Context: an optimization exercise on an open-source flow, tuned for small area and a short achievable clock period. The choices shown serve that exercise and are no tape-out recipe. In this exercise RTL edits were held to simulation tests only and were not proved equivalent to the original.

==> flow/design.v (outline; a module is shown in full before it is edited, if it fits) <==
// module wide_alu: 5943 lines
// module wide_alu_fa: 5 lines
// module wide_alu_ha: 4 lines
// module wide_alu_bsel: 4 lines
// module wide_alu_xor: 3 lines
// module wide_alu_xnor: 3 lines
// module wide_alu_inv: 3 lines
// module wide_alu_aoi21: 3 lines
// module wide_alu_oai21: 3 lines
// module wide_alu_nand2: 3 lines
// module wide_alu_nor2: 3 lines
module wide_alu
    (
     input logic                              clk_i,
     input logic                              rst_ni,
     input logic                              trigger_i,
     input logic                              clear_err_i,
     input logic [63:0]                       op_a_i,
     input logic [63:0]                       op_b_i,
     output logic [127:0]                     result_o,
     input logic                              deaccel_factor_we_i,
     input logic [7:0]                        deaccel_factor_i,
     output logic [7:0]                       deaccel_factor_o,
     input logic                              op_sel_we_i,
     input logic [2:0]                        op_sel_i,
     output logic [2:0]                       op_sel_o,
     output logic [1:0]                       status_o
     );
  // ...
==> flow/flow/run.sh <==
#!/bin/bash
export BUFFER_PORTS_ARGS="-buffer_cell sky130_fd_sc_hd__buf_2"
bash standard.sh > standard.log 2>&1
==> flow/standard.sh <==
#!/bin/bash
# synth_recipe.tcl (not shown) runs the flow's synth.tcl, then flattens the netlist and writes it again
# the make line also repeats each setting of config.mk as NAME=value (left out here)
make -C /OpenROAD-flow-scripts/flow DESIGN_CONFIG=/design/flow/config.mk WORK_HOME=/design/flow/orfs CLKGATE_MAP_FILE= SYNTH_SCRIPT=/design/flow/synth_recipe.tcl "${@:-finish}"
==> flow/config.mk <==
export PLATFORM = sky130hd
export DESIGN_NAME = wide_alu
export DESIGN_NICKNAME = wide_alu
export VERILOG_FILES = /design/flow/design.v
export SDC_FILE = /design/flow/constraint.sdc
export NUM_CORES = 4
export LEC_CHECK = 0
export CAP_MARGIN = 30
export CORE_MARGIN = 2
export CORE_UTILIZATION = 55
export SETUP_SLACK_MARGIN = 5
export SLEW_MARGIN = 30
export SYNTH_HIERARCHICAL = 1
export TNS_END_PERCENT = 0
==> flow/constraint.sdc <==
create_clock -name core_clock -period 12.5 [get_ports {clk_i}]
set_input_delay 2.5000 -clock core_clock [delete_from_list [all_inputs] [get_ports {clk_i}]]
set_output_delay 2.5000 -clock core_clock [all_outputs]
set_load 0.01 [all_outputs]
==> results.rst, run 1 <==
.. list-table::
   :header-rows: 1

   * - Metric
     - Value
   * - Wire length reported by the detailed router
     - 295000 um
   * - Worst slack after detailed placement
     - 1450 ps
   * - Number of antenna violations at the first check in global routing
     - 34
   * - Post-layout minimum cycle time
     - 9250 ps
   * - Clk root buf
     - clkbuf_16
   * - Number of sinks on the clock net
     - 245
   * - Result of the run
     - timing/DRC/antenna clean
   * - Required time at the worst-slack endpoint
     - 12900 ps
   * - I/O pin cnt
     - 286
   * - Synthesis-to-layout area growth
     - 19.3%
   * - Proportion of register bits with asynchronous set or reset after synthesis
     - 60.8%
   * - Cell repeated most along the worst path
     - fa_2
   * - Cell family with most CP delay
     - adder cells
   * - Share of synthesized cell area in and, or, nand and nor gates
     - 5.18%
   * - Layer with the highest usage
     - met2
   * - Number of failing setup endpoints in the final timing report
     - 0
   * - Count of buffers from port buffering
     - 285
   * - Horizontal extent of the die
     - 327 um
   * - Share of the synthesized area in the top cell type
     - 35.4%
   * - Placement Cell Area
     - 62600 um2
   * - CP Depth
     - 28
   * - Deepest level of the CTS H-tree
     - 1
   * - Synth Register Bits
     - 245
   * - Skew final
     - 28.6 ps
   * - First-pass iteration count of the detailed router
     - 10
   * - Share of cells above drive strength 1
     - 21.4%
   * - TritonCTS clock tree
     - built
   * - Met1 track demand over resource in global routing
     - 65.6%
   * - Leading cell type in the layout, fill and taps excluded
     - xnor2_1
   * - Global-route met2 utilization
     - 76.2%
   * - Maximum fanout count along the critical path
     - 16
   * - Count of cells along the worst register-to-register path
     - 33
   * - Share of synthesized area spent on multiplexers
     - 0.787%
   * - Post-layout utilization of the core
     - 66.1%
   * - Net count, final
     - 7823
   * - Number of core rows
     - 118
   * - Dominant combinational cell family by area after synthesis
     - adder cells
==> inputs of run 2 (changes only) <==
--- a/flow/design.v
+++ b/flow/design.v
@@ -5895,23 +5895,28 @@
         case (op_sel_q)
             3'd3:    lgc = op_a_i ^ op_b_i;
             3'd4:    lgc = op_a_i & op_b_i;
             3'd5:    lgc = op_a_i | op_b_i;
             default: lgc = 64'd0;
         endcase
     end
     wire [63:0] lg = lgc & {64{load}};
-    assign result_d[31:0]   = ({32{ld_mul}} & p1_q[31:0]) | ({32{ld_as}} & t[31:0]) |
-                              lg[31:0] | ({32{hold}} & result_q[31:0]);
-    assign result_d[63:32]  = ({32{ld_mul}} & t[31:0]) | ({32{ld_as}} & t[63:32]) |
-                              lg[63:32] | ({32{hold}} & result_q[63:32]);
-    assign result_d[64]     = (ld_mul & t[32]) | (ld_as & (t[64] ^ sub)) | (hold & result_q[64]);
-    assign result_d[127:65] = ({63{ld_mul}} & t[95:33]) | ({63{ld_sx & ~t[64]}}) |
-                              ({63{hold}} & result_q[127:65]);
+    wire         borrow = (op_b_i > op_a_i);
+    wire [127:0] early = {{63{ld_sx & borrow}}, 1'b0, lg} | ({128{hold}} & result_q);
+    wire [127:0] ta, tb;    
+    wire [127:0] ea, eb;
+    assign ta = {t[95:33], t[32], t[31:0], t[31:0]};
+    assign ea = {{63{ld_mul}}, ld_mul, {32{ld_mul}}, {32{ld_as}}};
+    assign tb = {63'd0, t[64] ^ sub, t[63:32], p1_q[31:0]};
+    assign eb = {63'd0, ld_as, {32{ld_as}}, {32{ld_mul}}};
+    for (genvar i = 0; i < 128; i++) begin : g_res
+        wide_alu_ao221 u_res (.a1(ta[i]), .a2(ea[i]), .b1(tb[i]), .b2(eb[i]), .c1(early[i]),
+                              .y(result_d[i]));
+    end
     always_ff @(posedge clk_i, negedge rst_ni) begin
         if (!rst_ni) begin
             op_sel_q         <= 3'd0;
             deaccel_factor_q <= 8'd1;
             result_q         <= '0;
             state_q          <= 2'd0;
             delay_cntr_q     <= '0;
         end else begin
@@ -5984,8 +5989,12 @@
     assign y = ~((a1 | a2) & b1);
 endmodule
 module wide_alu_nand2 (input logic a, input logic b, output logic y);
     assign y = ~(a & b);
 endmodule
 module wide_alu_nor2 (input logic a, input logic b, output logic y);
     assign y = ~(a | b);
 endmodule
+module wide_alu_ao221 (input logic a1, input logic a2, input logic b1, input logic b2,
+                       input logic c1, output logic y);
+    assign y = (a1 & a2) | (b1 & b2) | c1;
+endmodule
==> flow/config.mk (replaced) <==
export PLATFORM = sky130hd
export DESIGN_NAME = wide_alu
export DESIGN_NICKNAME = wide_alu
export VERILOG_FILES = /design/flow/design.v
export SDC_FILE = /design/flow/constraint.sdc
export NUM_CORES = 4
export LEC_CHECK = 0
export CAP_MARGIN = 30
export CORE_MARGIN = 2
export CORE_UTILIZATION = 55
export SETUP_SLACK_MARGIN = 4
export SLEW_MARGIN = 30
export SYNTH_HIERARCHICAL = 1
export TNS_END_PERCENT = 0
==> results.rst, run 2 <==
.. list-table::
   :header-rows: 1

   * - Metric
     - Value
   * - Count of nets left with antenna violations after detail routing
     - 0 (unchanged)
   * - Skew final
     - 31.3 ps (was 28.6 ps)
   * - Number of distinct library cell variants in the gate-level netlist after synthesis
     - 62 (was 52)
   * - Setup TNS Final
     - 0 ps (unchanged)
   * - Count of buffers from port buffering
     - 285 (unchanged)
   * - I/O pin cnt
     - 286 (unchanged)
   * - Number of maximum-capacitance constraint violations
     - 0 (unchanged)
   * - Count of cells along the worst register-to-register path
     - 30 (was 33)
   * - Slowest cell on crit path
     - fa_2 (unchanged)
   * - Kind of end point of the critical path
     - register (unchanged)
   * - Top reg by flops
     - result_q (unchanged)
   * - Total routing usage reported by global routing
     - 53.8% (was 54.6%)
   * - Clock Latency Late Sink
     - 680 ps (was 580 ps)
   * - Required time at the worst-slack endpoint
     - 13050 ps (was 12900 ps)
   * - Largest buffer count on any clock path
     - 3 (unchanged)
   * - Die outline area
     - 110000 um2 (was 107000 um2)
   * - Slew at the pin with the worst max-slew slack
     - 1300 ps (was 1210 ps)
   * - Placeable core region
     - 106000 um2 (was 103000 um2)
   * - Synth Register Bits
     - 245 (unchanged)
   * - Highest cell delay on the worst timing path
     - 650 ps (was 720 ps)
   * - Worst reg2reg startpoint
     - deaccel_factor_q[7]$_DFFE_PN0P_ (was deaccel_factor_q[0]$_DFFE_PN1P_)
   * - Deepest level of the CTS H-tree
     - 1 (unchanged)
   * - Critical R2R Capture
     - result_q[75]$_DFF_PN0_ (was result_q[36]$_DFF_PN0_)
   * - Horizontal extent of the die
     - 331 um (was 327 um)
   * - Critical path start-end classification
     - input pin to register (unchanged)
   * - Number of buffers added by the clock tree synthesis step
     - 30 (was 27)
   * - Top flip-flop cell by instance count after synthesis
     - dfrtp_1 (unchanged)
   * - Sequential area share after synthesis
     - 9.61% (was 9.87%)
   * - Number of antenna violations at the first check in global routing
     - 26 (was 34)
   * - Wire length reported by the detailed router
     - 310000 um (was 295000 um)
   * - Net count, final
     - 8233 (was 7823)
   * - Number of buffers inserted by hold repair at cts
     - 0 (unchanged)
   * - Share of cells above drive strength 1
     - 24.7% (was 21.4%)
   * - Post-layout minimum cycle time
     - 8920 ps (was 9250 ps)
   * - Leading registers by flop count
     - result_q: 128 flops, p1_q: 96 flops (unchanged)
   * - Largest net degree at the start of global routing
     - 94 (was 257)
   * - Via count of the routed design
     - 59934 (was 56758)
   * - Class of the tightest hold or removal check
     - register to register (unchanged)
   * - Worst EP arrival
     - 9470 ps (was 9650 ps)
   * - Share of the synthesized area in the top cell type
     - 34.5% (was 35.4%)
   * - Final cycle utilization of the critical path
     - 71.3% (was 74.0%)
   * - Warnings, synthesis
     - 7 (unchanged)
   * - Number of core rows
     - 119 (was 118)
   * - Overall die height
     - 331 um (was 327 um)
   * - Most repeated cell in the gate-level netlist after synthesis
     - xnor2_1 (unchanged)
   * - Initial core utilization
     - 55.6% (was 55.4%)
   * - EDFF count, synth
     - 0 (unchanged)
   * - Mapped Cells
     - 5871 (was 5811)
   * - CTS clk-pin slew, worst paths
     - 70 ps (was 60 ps)
   * - Initial DRC count
     - 10180 (was 9762)
   * - Vias per std cell
     - 7.35 (was 7.30)
   * - Clk root buf
     - clkbuf_16 (unchanged)
   * - Most frequent cells in the layout
     - xnor2_1, fa_1, o22ai_1, inv_1, ha_1 (was xnor2_1, o22ai_1, fa_1, nand2_1, buf_2)
   * - Post-layout utilization of the core
     - 69.9% (was 66.1%)
   * - TritonCTS clock tree
     - built (unchanged)
   * - Number of sinks on the clock net
     - 245 (unchanged)
   * - Crit-path cells
     - buf_2, nand2_1, o21a_4, buf_4, inv_6, xnor2_1, o22ai_1, fa_1, fa_2, fa_1, fa_1, fa_2, fa_2, ha_4, a21oi_2, o21ai_2, a21oi_2, o21ai_2, a21oi_4, clkinvlp_4, buf_6, a21oi_2, xnor2_2, a221o_1
   * - FILL cells
     - 8258 (was 8577)
   * - Final-report hold violation count
     - 0 (unchanged)
   * - Rel. slew slack
     - 12.2% (was 19.1%)
   * - Result of the run
     - timing/DRC/antenna clean (unchanged)
   * - Netlist area before placement
     - 58800 um2 (was 57200 um2)
   * - Synthesis-to-layout area growth
     - 25.6% (was 19.3%)
   * - Cell taking the most area after synthesis
     - fa_1 (unchanged)
   * - Unrepaired setup endpoints after global routing
     - true (unchanged)
   * - Worst R2R Setup Slack
     - 3610 ps (was 3390 ps)
   * - Number of flip-flops in the largest register
     - 128 (unchanged)
   * - Final count of pins violating max slew
     - 0 (unchanged)
   * - Source of the critical timing path
     - op_b_i[47] (was op_b_i[11])
   * - First-pass GRT wire length
     - 417000 um (was 414000 um)
   * - Maximum fanout count along the critical path
     - 17 (was 16)
   * - Number of global-route vias before repair
     - 58013 (was 56671)
   * - FMAX
     - 0.112 GHz (was 0.108 GHz)
   * - Post-DP HPWL
     - 208000 um (about the same)
   * - Startpoint Class
     - input pin (unchanged)
   * - Leading cell type in the layout, fill and taps excluded
     - xnor2_1 (unchanged)
   * - Final routed DRC violation total
     - 0 (unchanged)
   * - Avg Inst Size Synth
     - 10.0 um2 (was 9.85 um2)
   * - Placer's final routability congestion estimate
     - 1.06 (was 1.09)
   * - Leading cell types by count after synthesis
     - xnor2_1, o22ai_1, fa_1, inv_1, ha_1 (was xnor2_1, o22ai_1, fa_1, nand2_1, inv_1)
   * - Proportion of register bits with asynchronous set or reset after synthesis
     - 60.8% (unchanged)
   * - Most area-consuming cells after synthesis
     - fa_1, xnor2_1, o22ai_1 (unchanged)
   * - Average wire per cell in the routed design
     - 38.0 um (about the same)
   * - Number of failing setup endpoints in the final timing report
     - 0 (unchanged)
   * - First-pass iteration count of the detailed router
     - 10 (unchanged)
   * - Final global-route overflow total
     - 0 (unchanged)
   * - CP endpoint
     - result_q[75]$_DFF_PN0_ (was result_q[36]$_DFF_PN0_)
run 2: per-module statistics from Yosys, one instance, submodules excluded:
module | cells inside | flops+latches | copies in the design
wide_alu_ha | 1 | 0 | 139
wide_alu_inv | 1 | 0 | 88
wide_alu_fa | 1 | 0 | 1013
wide_alu_bsel | 1 | 0 | 1040
wide_alu_aoi21 | 1 | 0 | 173
wide_alu_xor | 1 | 0 | 47
wide_alu | 1842 | 245 | 1
wide_alu_nor2 | 1 | 0 | 79
wide_alu_nand2 | 1 | 0 | 125
wide_alu_oai21 | 1 | 0 | 125
wide_alu_ao221 | 1 | 0 | 128
wide_alu_xnor | 1 | 0 | 1072
run 2: critical path, delay by kind of cell:
family	cells	cell delay [ps]
simple gates	1	100
compound gates	9	1860
xor+xnor	2	530
fa+ha+maj	7	3300
buf+inv	5	1100
run 2: stage by stage:
step | cell area (um2) | hold slack [ps] | instances | setup slack (ps)
after global routing | 73800 | 455 | 8138 | 3550
after floorplan | 59800 | 439 | 5996 | 2430
after detailed placement | 64000 | 448 | 7745 | 1270
after CTS | 69600 | 444 | 8010 | 3690
final | 73900 | 445 | 8149 | 3580
after global placement | 63900 | 440 | 7743 | 1400
run 2: per-layer routing:
metal	up-vias	GRT usage, %	share of wire, %	wire length, um
met3	1960	27.8	17	53300
met2	5900	74.1	39	122000
met1	29288	63.3	32	101000
met4	34	40.4	11	33300
li1	22752	-	-	-
met5	-	3.13	0.30	931
run 2: logic make-up after synthesis:
logic type / synth area share [%]
AOI/OAI and AO/OA: 21.3
xor gates and xnor gates: 17.8
adders and majority gates: 42.1
buffers and inverters: 3.35
DFF: 9.61
muxes: 1.32
other: 0.00638
and+or+nand+nor: 4.56
run 2: how the worst min path moves through the flow:
stage / startpoint / endpoint / depth (start not counted)
after global placement: p1_q[27]$_DFF_P_ / result_q[27]$_DFF_PN0_ / 1
final: p1_q[26]$_DFF_P_ / result_q[26]$_DFF_PN0_ / 1
after global routing: p1_q[26]$_DFF_P_ / result_q[26]$_DFF_PN0_ / 1
after detailed placement: p1_q[29]$_DFF_P_ / result_q[29]$_DFF_PN0_ / 1
after CTS: p1_q[26]$_DFF_P_ / result_q[26]$_DFF_PN0_ / 1
after floorplan: p1_q[0]$_DFF_P_ / result_q[0]$_DFF_PN0_ / 1
run 2: final cells by class:
| class | instances | area [um2] | share of cell area (%) |
|---|---|---|---|
| Clock inverter | 16 | 200 | 0.271 |
| Timing Repair Buffer | 766 | 7480 | 10.1 |
| Timing Repair inverter | 24 | 274 | 0.371 |
| Multi-Input combinational cell | 5255 | 55800 | 75.5 |
| Inverter | 395 | 1870 | 2.53 |
| Tap cell | 1391 | 1740 | 2.36 |
| Antenna cell | 17 | 42.5 | 0.0576 |
| Sequential cell | 245 | 5660 | 7.66 |
| Clock buffer | 40 | 828 | 1.12 |
run 2: repair_timing:
action | 4_1_cts | 5_1_grt
gates resized for setup | 416 | 542
cloned | 41 | 21
setup endpoints to repair | 193 | 173
buffers inserted | 168 | 100
pin swaps | 76 | 280

-- afterwards: timing with drivers on the ports --
The flow's constraints put no driver on any port. The routed layouts listed below were extracted and timed again, unchanged, in two steps. Step 1 assumes that a clkbuf_16 drives the clock port and a buf_2 every other input. Step 2, shift: input delay + t, output delay - t, t = (earliest + latest rising clock arrival at the registers) / 2. This alone moves slack from input paths to output paths. Slacks: no drivers / after step 1 / after step 2; pairs: no drivers / after step 1.
| run | t, ns | slack for setup (ns) | latest minus earliest clock arrival (ns) |
|---|---|---|---|
| run 1 | 0.633 | 3.254 / 3.179 / 2.546 | 0.029 / 0.029 |
| run 2 | 0.729 | 3.582 / 3.542 / 2.813 | 0.031 / 0.032 |
After both steps setup and hold are still met in every run listed. The setup slack of run 2, which loses most, moves by -0.040 ns with the drivers and by -0.769 ns with both steps.
